This is an optimization exercise on Yosys and OpenROAD, whose aim is small area, a short achievable clock period and few clock cycles per item, not a production implementation. The RTL was checked by simulation tests, not by an equivalence proof against the original design.

==> flow/design.v (excerpt) <==
module pt100_temp (
    input  wire        clk,
    input  wire        rst,
    input  wire        in_valid,
    output wire        in_ready,
    input  wire [11:0] yk,
    output wire        out_valid,
    output wire [27:0] temp,
    output wire [27:0] temp_filt,
    output wire        alarm
    );
localparam [26:0] C1 = 27'd40662109;     
localparam [26:0] HT = 27'd2457600;
localparam S_IDLE = 2'd0, S_D2 = 2'd1, S_D3 = 2'd2;
reg        rst_r;     
reg [1:0]  state;
reg [3:0]  fpc;       
reg        frun;
reg [11:0] ybuf;      
reg        yv;
reg [27:0] P;         
reg [26:0] D;         
reg [27:0] Q;         
reg [5:0]  cnt;       
reg        dsign;     
reg        rdy;       
assign in_ready = rdy;
wire accept = in_valid & rdy;
reg  [15:0] KM;       
integer j;
always @* begin
    for (j = 0; j < 16; j = j + 1)
        KM[j] = (cnt >= 6'd16 - j);
end
wire [26:0] de1 = {D[26:15], D[14:0] & KM[15:1]};
wire [26:0] de2 = {D[26:15], D[14:0] & KM[14:0]};
reg nb1, nb2;
always @* begin
    nb1 = 1'b0; nb2 = 1'b0;
    if (state == S_D2) begin
        case (cnt)
        6'd31, 6'd33: nb1 = 1'b1;
        default: nb1 = 1'b0;
        endcase
  ...
For scale: ~430 flip-flops, roughly 0.029 mm2 of cells after synthesis.
==> flow/config.mk <==
export PLATFORM = sky130hd
export DESIGN_NAME = pt100_temp
export DESIGN_NICKNAME = pt100_temp
export VERILOG_FILES = /design/flow/design.v
export SDC_FILE = /design/flow/constraint.sdc
export NUM_CORES = 4
export LEC_CHECK = 0
export ABC_AREA = 1
export CAP_MARGIN = 60
export CORE_MARGIN = 2
export CORE_UTILIZATION = 66
export PLACE_DENSITY = 0.8
export SLEW_MARGIN = 60
==> flow/constraint.sdc <==
create_clock -name core_clock -period 24.0 [get_ports {clk}]
set_input_delay 4.8000 -clock core_clock [delete_from_list [all_inputs] [get_ports {clk}]]
set_output_delay 4.8000 -clock core_clock [all_outputs]
set_load 0.01 [all_outputs]
standard.sh (not shown) runs the stock make flow with config.mk's settings and CLKGATE_MAP_FILE= SYNTH_SCRIPT=/design/flow/synth_recipe.tcl, a recipe that flattens the netlist after the stock synthesis.
==> flow/flow/run.sh <==
#!/bin/bash
# The standard layout (standard.sh), with the input and output port
# buffers made of sky130_fd_sc_hd__buf_2 instead of the default cell, and
# timing repair asked to leave 18.1 ns of setup slack (a 5.9 ns target) on
# the design's own 24 ns clock and constraints.
set -euo pipefail
export BUFFER_PORTS_ARGS="-buffer_cell sky130_fd_sc_hd__buf_2"
export SETUP_SLACK_MARGIN=18.1
bash standard.sh > standard_flow.log 2>&1
Testbench counts at the start, summed over its fixed seeds: cycles 18,901, samples 960.
Change:
==> flow/flow/run.sh (replaced) <==
#!/bin/bash
# The standard layout (standard.sh), with the input and output port
# buffers made of sky130_fd_sc_hd__buf_2 instead of the default cell, and
# timing repair asked to leave 17.8 ns of setup slack (a 6.2 ns target) on
# the design's own 24 ns clock and constraints.
set -euo pipefail
export BUFFER_PORTS_ARGS="-buffer_cell sky130_fd_sc_hd__buf_2"
export SETUP_SLACK_MARGIN=17.8
bash standard.sh > standard_flow.log 2>&1
Settings changed: CORE_UTILIZATION 66 to 60, PLACE_DENSITY 0.8 to 0.75.
Worst setup slack gains 0.011 ns. Area after synthesis is unchanged. Wire length goes down by 2.6%. Clock-buffer cell count went up by 6. Sequential cell count is unchanged. Clock skew hardly moves. Critical path depth stays the same.
Change:
Settings changed: CORE_UTILIZATION 60 to 66, CTS_CLUSTER_DIAMETER set to 60, CTS_CLUSTER_SIZE set to 30, PLACE_DENSITY 0.75 to 0.8.
After rerunning:
- synthesized area stays the same
- setup slack gets worse by 0.032 ns
- first-iteration DRC count drops by a few percent
- wire length shrinks slightly
- hold slack gains 0.0069 ns
- non-clock buffer count drops by 9
- sequential share of layout area goes up by 0.28 points
- clock-buffer cell count came out lower by 32
- critical path depth is unchanged
Change:
Settings changed: CORE_UTILIZATION 66 to 60, CTS_CLUSTER_DIAMETER 60 to unset, CTS_CLUSTER_SIZE 30 to unset, GPL_TIMING_DRIVEN set to 1, PLACE_DENSITY 0.8 to 0.75.
Outcome:
- The new run finished clean
- global-route usage is lower by 3.7 points
- clock skew is lower by 0.017 ns
- synthesized area is unchanged
- register-to-register slack improves by 0.18 ns
- design area is higher by 0.86%
- wire length is higher by 0.59%
- non-clock buffer count is higher by 9

========
pt100_temp again, from the RTL that the note above started with.
export LEC_CHECK = 0
export ABC_AREA = 1
export CAP_MARGIN = 60
export CORE_MARGIN = 2
export CORE_UTILIZATION = 60
export CTS_BUF_LIST = sky130_fd_sc_hd__clkbuf_8
export PLACE_DENSITY = 0.75
export SLEW_MARGIN = 60
create_clock -name core_clock -period 24.0 [get_ports {clk}]
==> flow/flow/run.sh <==
#!/bin/bash
# The standard layout (standard.sh), with the input and output port
# buffers made of sky130_fd_sc_hd__buf_2 instead of the default cell, and
# timing repair asked to leave 17.8 ns of setup slack (a 6.2 ns target) on
# the design's own 24 ns clock and constraints.
set -euo pipefail
export BUFFER_PORTS_ARGS="-buffer_cell sky130_fd_sc_hd__buf_2"
export SETUP_SLACK_MARGIN=17.8
bash standard.sh > standard_flow.log 2>&1
The first run finished clean.
Testbench counts at the start, summed over its fixed seeds: cycles 18,901, samples 960.
Rerun with:
- CAP_MARGIN: 60 -> 20
- CTS_BUF_LIST: sky130_fd_sc_hd__clkbuf_8 -> default
- SLEW_MARGIN: 60 -> 20
Result:
- core utilization is about the same
- clock-buffer cell count went down by 23
- wire length stays flat
- cell area barely changes

========
pt100_temp again, from the RTL that the note above started with.
==> flow/config.mk <==
export PLATFORM = sky130hd
export DESIGN_NAME = pt100_temp
export DESIGN_NICKNAME = pt100_temp
export VERILOG_FILES = /design/flow/design.v
export SDC_FILE = /design/flow/constraint.sdc
export NUM_CORES = 4
export LEC_CHECK = 0
export ABC_AREA = 1
export CAP_MARGIN = 60
export CORE_MARGIN = 2
export CORE_UTILIZATION = 66
export PLACE_DENSITY = 0.8
export SLEW_MARGIN = 60
==> flow/constraint.sdc <==
create_clock -name core_clock -period 24.0 [get_ports {clk}]
set_input_delay 4.8000 -clock core_clock [delete_from_list [all_inputs] [get_ports {clk}]]
set_output_delay 4.8000 -clock core_clock [all_outputs]
set_load 0.01 [all_outputs]
Scripts as last shown in full above: flow/flow/run.sh
Testbench counts at the start, summed over its fixed seeds: cycles 18,901, samples 960.
Then changed:
--- a/flow/config.mk
+++ b/flow/config.mk
@@ -10,4 +10,4 @@
 export CORE_MARGIN = 2
-export CORE_UTILIZATION = 66
-export PLACE_DENSITY = 0.8
+export CORE_UTILIZATION = 70
+export PLACE_DENSITY = 0.82
 export SLEW_MARGIN = 60
- The changed run produced a clean layout
- non-clock buffer count grows by 2
- wire length grows by a few percent

## what the ideal ports hide
In the flow no input, the clock included, has a driving cell. The finished layouts below were timed again as built, in two steps.
Step 1 assumes that a clkbuf_16 drives the clock port and a buf_2 every other input.
Step 2 moves the port delays by t, midway between the first and last clock arrival at a register: inputs arrive t later, outputs are due t later. That takes back most of the time a late clock gives input paths.
Three values: no drivers, after step 1, after step 2; two values: the first two.
run	shift t [ns]	setup slack, ns	worst register clock-pin slew, ns
the first run of note 1	0.661	17.829 / 17.766 / 18.291	0.07 / 0.07
the second run of note 1	0.659	17.839 / 17.781 / 18.217	0.07 / 0.07
the third run of note 1	0.641	17.807 / 17.748 / 18.036	0.11 / 0.11
the fourth run of note 1	0.659	17.839 / 17.781 / 18.217	0.07 / 0.07
the first run of note 2	0.728	17.802 / 17.744 / 18.193	0.07 / 0.07
the second run of note 2	0.665	17.823 / 17.760 / 18.118	0.07 / 0.07
the first run of note 3	0.653	17.814 / 17.754 / 18.060	0.07 / 0.07
the second run of note 3	0.658	17.830 / 17.766 / 17.917	0.07 / 0.07
After both steps setup and hold are still met in every run listed.
